Source: an optimization exercise on an open RTL-to-GDS flow (aim: small area). Production flows keep margins and buffers that such runs may drop.
RTL that was checked went through simulation tests only; none was proved equivalent to the original.
No activity file was given, so power comes from the tool's default toggle rates.

==> run P <==
## AppAlarmClockForFPGA
module AppAlarmClockForFPGA (
	clk,
	pushBtn,
	switches,
	led,
	buzzer,
	ps,
	seg0, seg1,
	seg2, seg3,
	seg4, seg5
);
export LEC_CHECK = 0
export CAP_MARGIN = 20
export CORE_MARGIN = 2
export CORE_UTILIZATION = 60
export SLEW_MARGIN = 20
create_clock -name core_clock -period 10.0 [get_ports {clk}]
standard.sh (not shown) runs the stock make flow with config.mk's settings and CLKGATE_MAP_FILE= SYNTH_SCRIPT=/design/flow/synth_recipe.tcl, a recipe that flattens the netlist after the stock synthesis.
==> flow/flow/run.sh <==
#!/bin/bash
# Layout flow: the standard ORFS flow with three changes
#  - synthesis maps the logic with an area-oriented ABC script (flow/abc_area.script)
#    and without the adder-cell extraction; registers are mapped exactly as in the
#    standard synthesis, which runs first and whose netlist is compared register by register
#  - port buffers are the smallest buffer (buf_1)
#  - CTS with clkbuf_8 buffers and without dummy loads
# Each tool's output goes to a log file in the work folder.
set -euo pipefail
WORK=$(pwd)

# standard synthesis, kept for reference (register names and cells)
bash standard.sh SCRIPTS_DIR=$FLOW_HOME/scripts synth > std_synth.log 2>&1
mkdir -p std
cp orfs/results/$FLOW_PLATFORM/AppAlarmClockForFPGA/base/1_2_yosys.v std/1_2_yosys.v
rm -rf orfs

# ORFS scripts with the area ABC script
rm -rf orfs_scripts
cp -r "$FLOW_HOME/scripts" orfs_scripts
cp flow/abc_area.script orfs_scripts/abc_area.script

bash standard.sh SCRIPTS_DIR=$WORK/orfs_scripts ABC_AREA=1 ADDER_MAP_FILE= synth > synth.log 2>&1

python3 flow/regs.py std/1_2_yosys.v orfs/results/$FLOW_PLATFORM/AppAlarmClockForFPGA/base/1_2_yosys.v > regs_check.log 2>&1

export BUFFER_PORTS_ARGS="-buffer_cell sky130_fd_sc_hd__buf_1"
export CTS_ARGS="-sink_clustering_enable -repair_clock_nets -dont_use_dummy_load -buf_list sky130_fd_sc_hd__clkbuf_8 -root_buf sky130_fd_sc_hd__clkbuf_8"
bash standard.sh > layout.log 2>&1
==> flow/flow/abc_area.script <==
strash
&get -n
&deepsyn -I 10 -J 50
&put
amap
==> flow/flow/regs.py <==
# Compare the flip-flops (instance name -> cell type) of two Yosys netlists; exit 1 on a difference.
import re, sys

def regs(path):
    text = open(path).read()
    out = {}
    for m in re.finditer(r'^\s*(sky130_fd_sc_hd__(?:s?e?df|dl[xr])\w*)\s+(\S+)\s*\(', text, re.M):
        out[m.group(2)] = re.sub(r'_\d+$', '', m.group(1))
    return out

a, b = regs(sys.argv[1]), regs(sys.argv[2])
print(f"standard: {len(a)} registers, this flow: {len(b)} registers")
bad = 0
for k in sorted(set(a) | set(b)):
    if a.get(k) != b.get(k):
        print(f"differs: {k}: {a.get(k)} vs {b.get(k)}")
        bad += 1
print("registers match" if bad == 0 else f"{bad} differences")
sys.exit(1 if bad else 0)
==> run X (differences from run P) <==
==> flow/design.v (replaced) <==
module AppAlarmClockForFPGA (
	clk,
	pushBtn,
	switches,
	led,
	buzzer,
	ps,
	seg0, seg1,
	seg2, seg3,
	seg4, seg5
);
input [9:0] switches;
input [1:0] pushBtn;
input clk;
output [9:0] led;
output reg buzzer;
output [3:0] ps;
output [7:0] seg0;
output [7:0] seg1;
output [7:0] seg2;
output [7:0] seg3;
output [6:0] seg4;
output [7:0] seg5;
function [3:0] bcd_inc(input [3:0] d);
	bcd_inc = {(d[0] & d[1] & d[2]) | (d[3] & ~d[0]),
	           d[2] ^ (d[0] & d[1]),
	           d[1] ^ (d[0] & ~d[3]),
	           ~d[0]};
endfunction
function [3:0] bcd_dec(input [3:0] d);
	bcd_dec = {(d[3] & d[0]) | ~(d[0] | d[1] | d[2] | d[3]),
	           d[2] ^ (~d[0] & ~d[1] & (d[2] | d[3])),
	           d[1] ^ (~d[0] & (d[1] | d[2] | d[3])),
	           ~d[0]};
endfunction
function [6:0] ms_inc(input [6:0] v);
	ms_inc = {(v[0] & v[3]) ? {v[5], v[4], ~v[6]} : v[6:4], bcd_inc(v[3:0])};
endfunction
function [6:0] ms_dec(input [6:0] v);
	ms_dec = {(v[3:0] == 4'd0) ? {~v[4], v[6], v[5]} : v[6:4], bcd_dec(v[3:0])};
endfunction
function [5:0] h_inc(input [5:0] v);
	if (v[5] & v[1] & v[0])
		h_inc = 6'd0;
	else
		h_inc = {(v[0] & v[3]) ? {v[4], ~v[4]} : v[5:4], bcd_inc(v[3:0])};
endfunction
function [5:0] h_dec(input [5:0] v);
	h_dec = {(v[3:0] == 4'd0) ? {1'b0, v[5]} : v[5:4], bcd_dec(v[3:0])};
endfunction
function ms_is59(input [6:0] v);
	ms_is59 = v[6] & ~v[5] & v[3] & v[0];
endfunction
function h_is23(input [5:0] v);
	h_is23 = v[5] & v[1] & v[0];
endfunction
function ms_is0(input [6:0] v);
	ms_is0 = ~(v[6] | v[4] | v[3] | v[2] | v[1] | v[0]);
endfunction
function h_is0(input [5:0] v);
	h_is0 = ~(v[5] | v[4] | v[3] | v[2] | v[1] | v[0]);
endfunction
function [6:0] seg_bcd(input [3:0] d);
	reg A, B, C, D;
	begin
		A = d[3]; B = d[2]; C = d[1]; D = d[0];
		seg_bcd[0] = ~(A | C | (B & D) | (~B & ~D));
		seg_bcd[1] = ~(~B | (~C & ~D) | (C & D));
		seg_bcd[2] = ~(B | ~C | D);
		seg_bcd[3] = ~(A | (~B & ~D) | (~B & C) | (C & ~D) | (B & ~C & D));
		seg_bcd[4] = ~((~B & ~D) | (C & ~D));
		seg_bcd[5] = ~(A | (~C & ~D) | (B & ~C) | (B & ~D));
		seg_bcd[6] = ~(A | (~B & C) | (B & ~C) | (C & ~D));
	end
endfunction
function [6:0] seg_jt(input [2:0] j);
	seg_jt = {~j[1] & ~j[2], j[0], j[2] | (j[0] & ~j[1]), j[0] ^ j[1],
	          j[1] & ~j[2], j[2] & ~j[1], j[0] ^ j[1]};
endfunction
function [6:0] seg_ht(input [1:0] b);
	seg_ht = {~b[1], b[0] | b[1], b[0], b[0], b[1], 1'b0, b[0]};
endfunction
wire rst = ~pushBtn[1];
wire sw9 = switches[9];
reg [9:0] count;           
reg [8:0] cnt;             
reg [1:0] currentState;
reg [5:0] btn_cnt;
reg button_state;
reg alarmflag, timerFlag, buzzerFlag;
reg led_flash;
reg switch_old;
reg [5:0] hours, alarm_hours, timer_hours, stopwatch_hours;
reg [6:0] minutes, alarm_minutes, timer_minutes, stopwatch_minutes;
reg [6:0] seconds, timer_seconds, stopwatch_seconds;
wire tick = ~sw9 & (&count[9:4]) & count[1];
always @(posedge clk) begin
	if (rst)
		count <= 10'd11;
	else if (~sw9)
		count <= tick ? 10'd11 : count + 1'b1;
end
always @(posedge clk) begin
	if (rst)
		buzzer <= 1'b0;
	else if (~sw9 & ~tick) begin
		if (count[9]) begin
			if (buzzerFlag & (alarmflag | timerFlag))
				buzzer <= 1'b1;
		end
		else
			buzzer <= 1'b0;
	end
end
reg [5:0] disp_h;
reg [6:0] disp_m, disp_s;
always @(*) begin
	case (currentState)
		2'd0: begin disp_h = hours;           disp_m = minutes;           disp_s = seconds; end
		2'd1: begin disp_h = alarm_hours;     disp_m = alarm_minutes;     disp_s = 7'd0; end
		2'd2: begin disp_h = timer_hours;     disp_m = timer_minutes;     disp_s = timer_seconds; end
		default: begin disp_h = stopwatch_hours; disp_m = stopwatch_minutes; disp_s = stopwatch_seconds; end
	endcase
end
wire [5:0] disp_h_inc = h_inc(disp_h);
wire [6:0] disp_m_inc = ms_inc(disp_m);
wire [6:0] disp_s_inc = ms_inc(disp_s);
assign seg0 = {1'b1, seg_bcd(disp_s[3:0])};
assign seg1 = {1'b1, seg_jt(disp_s[6:4])};
assign seg2 = {1'b1, seg_bcd(disp_m[3:0])};
assign seg3 = {1'b1, seg_jt(disp_m[6:4])};
assign seg4 = seg_bcd(disp_h[3:0]);
assign seg5 = {1'b1, seg_ht(disp_h[5:4])};
assign ps = {2'b00, currentState};
assign led = {{6{led_flash}}, 1'b0, currentState[1] & currentState[0],
              currentState[1], currentState[1] | currentState[0]};
wire press = switch_old & ~pushBtn[0];
wire set_h = sw9 & press & ~switches[0] & switches[1];
wire set_m = sw9 & press & switches[0] & ~switches[1];
wire mode0 = currentState == 2'd0;
wire mode1 = currentState == 2'd1;
wire mode2 = currentState == 2'd2;
wire mode3 = currentState == 2'd3;
always @(posedge clk)
	switch_old <= pushBtn[0];
wire s59 = ms_is59(seconds);
wire m59 = ms_is59(minutes);
wire clk_s_en = tick;
wire clk_m_en = (tick & s59) | (set_m & mode0);
wire clk_h_en = (tick & s59 & m59) | (set_h & mode0);
always @(posedge clk) begin
	if (rst) begin
		hours <= 6'd0;
		minutes <= 7'd0;
		seconds <= 7'd0;
	end
	else begin
		if (clk_s_en) seconds <= ms_inc(seconds);
		if (clk_m_en) minutes <= ms_inc(minutes);
		if (clk_h_en) hours <= h_inc(hours);
	end
end
always @(posedge clk) begin
	if (rst) begin
		alarm_hours <= 6'd0;
		alarm_minutes <= 7'd0;
		alarmflag <= 1'b0;
	end
	else begin
		if (set_h & mode1) alarm_hours <= disp_h_inc;
		if (set_m & mode1) alarm_minutes <= disp_m_inc;
		if (mode1 & ((set_h & ~h_is23(disp_h)) | (set_m & ~ms_is59(disp_m))))
			alarmflag <= 1'b1;
	end
end
wire ts0 = ms_is0(timer_seconds);
wire tm0 = ms_is0(timer_minutes);
wire th0 = h_is0(timer_hours);
wire timer_zero = ts0 & tm0 & th0;
wire t_dec = tick & ~timer_zero;
always @(posedge clk) begin
	if (rst) begin
		timer_hours <= 6'd0;
		timer_minutes <= 7'd0;
		timer_seconds <= 7'd2;
		timerFlag <= 1'b0;
	end
	else begin
		if (t_dec) timer_seconds <= ms_dec(timer_seconds);
		if (t_dec & ts0) timer_minutes <= ms_dec(timer_minutes);
		else if (set_m & mode2) timer_minutes <= disp_m_inc;
		if (t_dec & ts0 & tm0) timer_hours <= h_dec(timer_hours);
		else if (set_h & mode2) timer_hours <= disp_h_inc;
		if (mode2 & ((set_h & ~h_is23(disp_h)) | (set_m & ~ms_is59(disp_m))))
			timerFlag <= 1'b1;
	end
end
wire sw_s_en = tick & mode3 & switches[0];
wire sw_m_en = sw_s_en & ms_is59(disp_s);
wire sw_h_en = sw_m_en & ms_is59(disp_m);
always @(posedge clk) begin
	if (rst) begin
		stopwatch_hours <= 6'd0;
		stopwatch_minutes <= 7'd0;
		stopwatch_seconds <= 7'd0;
	end
	else begin
		if (sw_s_en) stopwatch_seconds <= disp_s_inc;
		if (sw_m_en) stopwatch_minutes <= disp_m_inc;
		if (sw_h_en) stopwatch_hours <= disp_h_inc;
	end
end
wire btn_hit = btn_cnt[5] & btn_cnt[3];    
always @(posedge clk) begin
	if (rst) begin
		currentState <= 2'd0;
		btn_cnt <= 6'd0;
		button_state <= 1'b1;
	end
	else if (btn_hit) begin
		btn_cnt <= {5'd0, pushBtn[0] & ~button_state};
		button_state <= ~button_state;
		if (~button_state & ~sw9)
			currentState <= currentState + 1'b1;
	end
	else begin
		btn_cnt <= (pushBtn[0] == button_state) ? btn_cnt + 1'b1 : 6'd0;
	end
end
wire going_off = ((hours == alarm_hours) & (minutes == alarm_minutes) & alarmflag)
               | (timer_zero & timerFlag);
always @(posedge clk) begin
	if (rst)
		cnt <= 9'd0;
	else
		cnt <= cnt + 1'b1;
	led_flash <= going_off & cnt[8];
	buzzerFlag <= going_off;
end
endmodule
==> flow/flow/run.sh (replaced) <==
#!/bin/bash
# Layout flow: the standard ORFS flow with three changes
#  - synthesis maps the logic with an area-oriented ABC script (flow/abc_area.script)
#    and without the adder-cell extraction; registers are mapped exactly as in the
#    standard synthesis, which runs first and whose netlist is compared register by register
#  - port buffers are the smallest buffer (buf_1)
#  - CTS without dummy loads
# Each tool's output goes to a log file in the work folder.
set -euo pipefail
WORK=$(pwd)

# standard synthesis, kept for reference (register names and cells)
bash standard.sh SCRIPTS_DIR=$FLOW_HOME/scripts synth > std_synth.log 2>&1
mkdir -p std
cp orfs/results/$FLOW_PLATFORM/AppAlarmClockForFPGA/base/1_2_yosys.v std/1_2_yosys.v
rm -rf orfs

# ORFS scripts with the area ABC script
rm -rf orfs_scripts
cp -r "$FLOW_HOME/scripts" orfs_scripts
cp flow/abc_area.script orfs_scripts/abc_area.script

bash standard.sh SCRIPTS_DIR=$WORK/orfs_scripts ABC_AREA=1 ADDER_MAP_FILE= synth > synth.log 2>&1

python3 flow/regs.py std/1_2_yosys.v orfs/results/$FLOW_PLATFORM/AppAlarmClockForFPGA/base/1_2_yosys.v > regs_check.log 2>&1

export BUFFER_PORTS_ARGS="-buffer_cell sky130_fd_sc_hd__buf_1"
export CTS_ARGS="-sink_clustering_enable -repair_clock_nets -dont_use_dummy_load"
bash standard.sh > layout.log 2>&1
==> flow/flow/abc_area.script (replaced) <==
strash
&get -n
&deepsyn -T 30
&put
amap
==> flow/flow/regs.py (replaced) <==
# Compare the flip-flops (instance name -> cell type) of two Yosys netlists; exit 1 on a difference.
import re, sys

def regs(path):
    text = open(path).read()
    out = {}
    for m in re.finditer(r'^\s*(sky130_fd_sc_hd__(?:df|edf|sdf|dl)\w*)\s+(\S+)\s*\(', text, re.M):
        out[m.group(2)] = re.sub(r'_\d+$', '', m.group(1))
    return out

a, b = regs(sys.argv[1]), regs(sys.argv[2])
print(f"standard: {len(a)} registers, this flow: {len(b)} registers")
bad = 0
for k in sorted(set(a) | set(b)):
    if a.get(k) != b.get(k):
        print(f"differs: {k}: {a.get(k)} vs {b.get(k)}")
        bad += 1
print("registers match" if bad == 0 else f"{bad} differences")
sys.exit(1 if bad else 0)
- CORE_UTILIZATION: 60 -> 40
==> qor summary <==
Result of the run: run X no timing/DRC/antenna violations; run P no timing/DRC/antenna violations
Internal: run X 599 uW; run P 518 uW
Most frequently used cell type in the post-synthesis netlist: run X sky130_fd_sc_hd__clkinv_1; run P sky130_fd_sc_hd__nor2_1
Proportion of netlist area held by the largest area contributor: run X 0.433; run P 0.439
Crit path depth: run X 10; run P 12
Met3 wire length: run X 847 um; run P 917 um
Post-layout utilization of the core: run X 0.457; run P 0.674
Crit path to: run X seg2[3]; run P seg2[0]
Post-Syn Area per Cell: run X 7.69 um2; run P 7.62 um2
Met3 demand-to-capacity share in global routing: run X 0.0554; run P 0.0586
Dpl hpwl: run X 9.81 mm; run P 9.01 mm
Clock latency (worst-skew pair): run X 0.35 ns; run P 0.38 ns
Delay of the slowest cell on the worst path: run X 0.54 ns; run P 0.57 ns
Total placed instance area: run X 0.00529 mm2; run P 0.00514 mm2
Total Power Consumption: run X 768 uW; run P 667 uW
Area growth from synthesis to layout: run X 11.5%; run P 7.85%
P_clk: run X 301 uW; run P 211 uW
Chip Width: run X 115 um; run P 94.2 um
Clock transition at the registers of the reported paths: run X 0.07 ns; run P 0.08 ns
Vias after detailed routing: run X 4750; run P 4772
Sequential share of power: run X 0.566; run P 0.648
Mapped Area: run X 0.00494 mm2; run P 0.00488 mm2
Post-route design area: run X 0.00551 mm2; run P 0.00526 mm2
No functional check of the RTL was part of run P.

-- afterwards: timing with drivers on the ports --
In the flow no input, the clock included, has a driving cell. The finished layouts below were timed again as built, in two steps. Step 1 assumes that a clkbuf_16 drives the clock port and a buf_2 every other input. Step 2 moves the port delays by t, midway between the first and last clock arrival at a register: inputs arrive t later, outputs are due t later. That takes back most of the time a late clock gives input paths. Slacks: ideal / step 1 / step 2; pairs: ideal / step 1.
run | shift t [ns] | setup WS [ns] | clock arrival spread, ns | worst register clock-pin slew, ns | cell pins on the clock port's net
run P | 0.389 | 4.801 / 4.768 / 5.081 | 0.039 / 0.039 | 0.11 / 0.11 | 1
run X | 0.384 | 4.903 / 4.864 / 4.927 | 0.015 / 0.015 | 0.07 / 0.07 | 1
After both steps every run listed still meets setup and hold.
